This is an optimization exercise on Yosys and OpenROAD, whose aim is small area, not a production implementation.
In this exercise RTL edits were held to simulation tests only and were not proved equivalent to the original.
No driver is modelled on the clock port, so clock power and skew are understated where the tree is cut down; a real chip needs a root buffer or a tree.
Power and IR drop assume default switching activity.

==> trial 5 <==
==> flow/design.v (excerpt) <==
module top_lift_with_doors (
    input  wire clk,
    input  wire rst,
    input  wire btn_set,
    input  wire [3:0] sw,
    output wire [14:0] leds,
    output wire [6:0] seg,
    output wire [3:0] an
);
    wire [3:0] floor;
    wire [3:0] target_floor;
    wire       door_open;
    lift_go_to_target lift_inst (
        .clk(clk), .rst(rst), .btn_set(btn_set), .sw(sw),
        .leds(leds), .floor(floor), .target_floor(target_floor),
        .door_open(door_open)
    );
    wire music_en = (floor != 4'd0 && floor != 4'd14);
    sevenseg_display sseg (
        .clk(clk), .rst(rst), .music_en(music_en), .door_open(door_open),
        .seg(seg), .an(an)
    );
endmodule
==> flow/config.mk <==
export PLATFORM = sky130hd
export DESIGN_NAME = top_lift_with_doors
export DESIGN_NICKNAME = top_lift_with_doors
export VERILOG_FILES = /design/flow/design.v
export SDC_FILE = /design/flow/constraint.sdc
export NUM_CORES = 4
export LEC_CHECK = 0
export CAP_MARGIN = 20
export CORE_MARGIN = 2
export CORE_UTILIZATION = 65
export SLEW_MARGIN = 20
==> flow/constraint.sdc <==
create_clock -name core_clock -period 10.0 [get_ports {clk}]
set_input_delay 2.0000 -clock core_clock [delete_from_list [all_inputs] [get_ports {clk}]]
set_output_delay 2.0000 -clock core_clock [all_outputs]
set_load 0.01 [all_outputs]
standard.sh (not shown) runs the stock make flow with config.mk's settings and CLKGATE_MAP_FILE= SYNTH_SCRIPT=/design/flow/synth_recipe.tcl, a recipe that flattens the netlist after the stock synthesis.
==> flow/flow/run.sh <==
#!/bin/bash
# Layout flow: the standard ORFS flow with three changes.
#  1. Synthesis is the standard flow's own synthesis script unchanged, except that the
#     ABC mapping step uses flow/abc_area.script (area-oriented mapping)
#     instead of ORFS's speed script. Registers are mapped before ABC, so
#     they are exactly the standard synthesis's.
#  2. Port buffers use the smallest buffer cell (buf_1).
#  3. Clock tree: a single clock buffer drives every register (CTS builds
#     the tree, flow/one_clkbuf.tcl then folds it into its root buffer).
# Each step's full output goes to its own log file in this folder.
set -o pipefail
here=$(pwd)
{
  cat <<'T'
proc abc {args} {
  set i [lsearch -exact $args -script]
  if { $i >= 0 } { lset args [expr {$i + 1}] $::env(AREA_ABC_SCRIPT) }
  yosys abc {*}$args
}
T
  cat synth_recipe.tcl
} > synth_area.tcl
export AREA_ABC_SCRIPT=$here/flow/abc_area.script
bash standard.sh SYNTH_SCRIPT=$here/synth_area.tcl synth > synth.log 2>&1 || exit 1
export LEAF_COUNT=3 LEAF_CELL=sky130_fd_sc_hd__clkbuf_8
bash standard.sh \
  POST_CTS_TCL=$here/flow/leaf_tree.tcl \
  BUFFER_PORTS_ARGS="-buffer_cell sky130_fd_sc_hd__buf_1" \
  CTS_ARGS="-sink_clustering_enable -repair_clock_nets -dont_use_dummy_load -buf_list sky130_fd_sc_hd__clkbuf_8" \
  finish > layout.log 2>&1
==> flow/flow/drop_root.tcl <==
set block [ord::get_db_block]
set root ""
set nleaves 0
foreach inst [$block getInsts] {
  set name [$inst getName]
  if { [string match "clkbuf_0_*" $name] } { set root $inst }
  if { [string match "clkbuf_*" $name] && ![string match "clkbuf_0_*" $name] } { incr nleaves }
}
if { $root ne "" && $nleaves > 0 && $nleaves <= 4 } {
  set innet [[$root findITerm A] getNet]
  set outnet [[$root findITerm X] getNet]
  set ok 1
  foreach it [$outnet getITerms] {
    if { [$it getInst] eq $root } { continue }
    if { ![string match "clkbuf_*" [[$it getInst] getName]] } { set ok 0 }
  }
  if { $ok } {
    foreach it [$outnet getITerms] {
      if { [$it getInst] eq $root } { continue }
      $it disconnect
      $it connect $innet
    }
    [$root findITerm A] disconnect
    [$root findITerm X] disconnect
    odb::dbInst_destroy $root
    odb::dbNet_destroy $outnet
    puts "drop_root: clock port now drives $nleaves leaf buffers"
    estimate_parasitics -placement
    repair_timing -hold -verbose
    detailed_placement
    check_placement -verbose
    report_clock_skew
  }
}
==> flow/flow/leaf_tree.tcl <==
set block [ord::get_db_block]
set k $::env(LEAF_COUNT)
set root ""
set leaves {}
foreach inst [$block getInsts] {
  set name [$inst getName]
  if { [string match "clkbuf_0_*" $name] } { set root $inst } elseif { [string match "clkbuf_*" $name] } { lappend leaves $inst }
}
if { $root ne "" && [llength $leaves] >= $k } {
  set clknet [[$root findITerm A] getNet]
  # clock sinks
  set sinks {}
  foreach leaf $leaves {
    foreach it [[[$leaf findITerm X] getNet] getITerms] {
      if { [$it getInst] ne $leaf } { lappend sinks $it }
    }
  }
  set xs {}; set ys {}
  foreach it $sinks {
    set bb [[$it getInst] getBBox]
    lappend xs [expr {([$bb xMin] + [$bb xMax]) / 2.0}]
    lappend ys [expr {([$bb yMin] + [$bb yMax]) / 2.0}]
  }
  set n [llength $sinks]
  # k-means, seeded with sinks spread along the sorted x order
  set order [lsort -real -indices $xs]
  set cx {}; set cy {}
  for {set c 0} {$c < $k} {incr c} {
    set s [lindex $order [expr {int(($c + 0.5) * $n / $k)}]]
    lappend cx [lindex $xs $s]; lappend cy [lindex $ys $s]
  }
  for {set iter 0} {$iter < 50} {incr iter} {
    set asg {}
    for {set i 0} {$i < $n} {incr i} {
      set best 0; set bd 1e30
      for {set c 0} {$c < $k} {incr c} {
        set d [expr {abs([lindex $xs $i] - [lindex $cx $c]) + abs([lindex $ys $i] - [lindex $cy $c])}]
        if { $d < $bd } { set bd $d; set best $c }
      }
      lappend asg $best
    }
    set nx {}; set ny {}
    for {set c 0} {$c < $k} {incr c} {
      set sx 0.0; set sy 0.0; set m 0
      for {set i 0} {$i < $n} {incr i} {
        if { [lindex $asg $i] == $c } { set sx [expr {$sx + [lindex $xs $i]}]; set sy [expr {$sy + [lindex $ys $i]}]; incr m }
      }
      if { $m > 0 } { lappend nx [expr {$sx / $m}]; lappend ny [expr {$sy / $m}] } else { lappend nx [lindex $cx $c]; lappend ny [lindex $cy $c] }
    }
    set cx $nx; set cy $ny
  }
  # disconnect everything from the old tree
  foreach it $sinks { $it disconnect }
  set oldnets {}
  foreach b [concat [list $root] $leaves] {
    lappend oldnets [[$b findITerm X] getNet]
    [$b findITerm A] disconnect
    [$b findITerm X] disconnect
  }
  foreach b [lrange $leaves $k end] { odb::dbInst_destroy $b }
  odb::dbInst_destroy $root
  foreach net $oldnets { odb::dbNet_destroy $net }
  set master [[ord::get_db] findMaster $::env(LEAF_CELL)]
  for {set c 0} {$c < $k} {incr c} {
    set b [lindex $leaves $c]
    $b swapMaster $master
    set net [odb::dbNet_create $block "clknet_leaf_$c"]
    $net setSigType CLOCK
    [$b findITerm A] connect $clknet
    [$b findITerm X] connect $net
    $b setLocation [expr {int([lindex $cx $c])}] [expr {int([lindex $cy $c])}]
    $b setPlacementStatus PLACED
    for {set i 0} {$i < $n} {incr i} {
      if { [lindex $asg $i] == $c } { [lindex $sinks $i] connect $net }
    }
  }
  $clknet setNonDefaultRule NULL
  puts "leaf_tree: $k leaf buffers for $n clock sinks"
  detailed_placement
  estimate_parasitics -placement
  repair_timing -hold -verbose
  detailed_placement
  check_placement -verbose
  report_clock_skew
}
==> flow/flow/one_clkbuf.tcl <==
# POST_CTS_TCL hook: collapse the clock tree that CTS built into its root
# buffer alone. Every clock sink that a leaf buffer drove is moved to the
# root buffer's output net, the leaf buffers are removed, and the root is
# sized up so that it drives all sinks itself. All registers then see the
# same clock buffer (no skew between them).
set block [ord::get_db_block]
set root ""
set leaves {}
foreach inst [$block getInsts] {
  set name [$inst getName]
  if { [string match "clkbuf_0_*" $name] } {
    set root $inst
  } elseif { [string match "clkbuf_*" $name] } {
    lappend leaves $inst
  }
}
if { $root ne "" && [llength $leaves] > 0 } {
  set rootnet [[$root findITerm X] getNet]
  foreach leaf $leaves {
    set outnet [[$leaf findITerm X] getNet]
    set inet [[$leaf findITerm A] getNet]
    if { $inet ne "" && [$inet getName] ne [$rootnet getName] } { continue }
    foreach it [$outnet getITerms] {
      if { [$it getInst] eq $leaf } { continue }
      $it disconnect
      $it connect $rootnet
    }
    [$leaf findITerm A] disconnect
    [$leaf findITerm X] disconnect
    odb::dbInst_destroy $leaf
    odb::dbNet_destroy $outnet
  }
  # the trunk net carried CTS's non-default routing rule; it now reaches
  # the register pins, so route it with the default rule
  $rootnet setNonDefaultRule NULL
  $root swapMaster [[ord::get_db] findMaster $::env(ONE_CLKBUF_CELL)]
  detailed_placement
  estimate_parasitics -placement
  repair_timing -hold -verbose
  detailed_placement
  check_placement -verbose
  report_clock_skew
  report_check_types -max_slew -max_capacitance
}
Other scripts of this flow, unchanged in this note and not shown: flow/flow/abc_area.script
==> build 7 (differences from trial 5) <==
--- a/flow/flow/run.sh
+++ b/flow/flow/run.sh
@@ -24,5 +24,5 @@
 bash standard.sh SYNTH_SCRIPT=$here/synth_area.tcl synth > synth.log 2>&1 || exit 1
-export LEAF_COUNT=3 LEAF_CELL=sky130_fd_sc_hd__clkbuf_8
+export ONE_CLKBUF_CELL=sky130_fd_sc_hd__clkbuf_16
 bash standard.sh \
-  POST_CTS_TCL=$here/flow/leaf_tree.tcl \
+  POST_CTS_TCL=$here/flow/one_clkbuf.tcl \
   BUFFER_PORTS_ARGS="-buffer_cell sky130_fd_sc_hd__buf_1" \
--- a/flow/flow/one_clkbuf.tcl
+++ b/flow/flow/one_clkbuf.tcl
@@ -32,6 +32,3 @@
   }
-  # the trunk net carried CTS's non-default routing rule; it now reaches
-  # the register pins, so route it with the default rule
-  $rootnet setNonDefaultRule NULL
-  $root swapMaster [[ord::get_db] findMaster $::env(ONE_CLKBUF_CELL)]
+  replace_cell $root $::env(ONE_CLKBUF_CELL)
   detailed_placement
removed: flow/flow/drop_root.tcl
removed: flow/flow/leaf_tree.tcl
==> build 84 (differences from trial 5) <==
--- a/flow/flow/run.sh
+++ b/flow/flow/run.sh
@@ -24,3 +24,3 @@
 bash standard.sh SYNTH_SCRIPT=$here/synth_area.tcl synth > synth.log 2>&1 || exit 1
-export LEAF_COUNT=3 LEAF_CELL=sky130_fd_sc_hd__clkbuf_8
+export LEAF_COUNT=2 LEAF_CELL=sky130_fd_sc_hd__clkbuf_16
 bash standard.sh \
==> trial 67 (differences from trial 5) <==
--- a/flow/flow/run.sh
+++ b/flow/flow/run.sh
@@ -24,3 +24,3 @@
 bash standard.sh SYNTH_SCRIPT=$here/synth_area.tcl synth > synth.log 2>&1 || exit 1
-export LEAF_COUNT=3 LEAF_CELL=sky130_fd_sc_hd__clkbuf_8
+export LEAF_COUNT=4 LEAF_CELL=sky130_fd_sc_hd__clkbuf_4
 bash standard.sh \
==> metrics.md <==
| Metric | Value |
|---|---|
| DRC Markers | `0` |
| Clock group | `81.5 uW` |
| Status | `complete, no violations` |
| Met2 Use GR | `33.6%` |
| First-pass GRT wire length | `5420 um` |
| Hold WS | `0.350 ns` |
| Relative slew slack | `30.9%` |
(the above is from build 84)
==> metrics.md <==
| Metric | Value |
|---|---|
| Exit stage | `clock tree synthesis` |
| Error Message | `[ERROR STA-0124] instance type 'odb__dbInst' is not an instance.` |
| Gate Count Post-Synth | `235` |
| Status | `aborted with a tool error` |
| Post-Synth Simple-Gate Area | `23.6%` |
(the above is from build 7)
==> metrics.md <==
| Metric | Value |
|---|---|
| Met2 Use GR | `33.0%` |
| Clock group | `63.5 uW` |
| DRC Markers | `0` |
| Netlist cell types | `29` |
| Leak Pwr | `0.800 nW` |
| Status | `complete, no violations` |
| Initial core utilization | `66.5%` |
| Slowest cell on crit path | `nor4_1` |
| Hold Path Sink | `lift_inst.b1$_DFF_P_` |
(the above is from trial 67)
==> metrics.md <==
| Metric | Value |
|---|---|
| DRC Markers | `0` |
| Status | `complete, no violations` |
| Relative slew slack | `30.7%` |
| Met2 Use GR | `33.4%` |
| First-pass GRT wire length | `5490 um` |
(the above is from trial 5)

port drivers added, routing unchanged:
Ports are ideal in the flow. The routed layouts listed here were re-timed in OpenROAD. Step 1 sets driving cells, clkbuf_16 on the clock port and buf_2 on the other inputs (assumed; they add their load-dependent delay and slew). Step 2 adds t to the input delays and takes it off the output delays; t is the mean of the earliest and latest rising clock arrival at the registers after step 1. Input paths then give back, and output paths get back, about the clock's delay inside the block. Three values: no drivers, after step 1, after step 2; two values: the first two.
run | t (ns) | setup slack, ns | worst hold slack (ns) | worst setup path at the end
trial 5 | 0.198 | 6.431 / 6.385 / 6.582 | 0.351 / 0.351 / 0.351 | register to output
build 84 | 0.194 | 6.437 / 6.393 / 6.587 | 0.350 / 0.350 / 0.350 | register to output
trial 67 | 0.212 | 6.412 / 6.366 / 6.578 | 0.355 / 0.355 / 0.355 | register to output
After both steps every run listed still meets setup and hold.
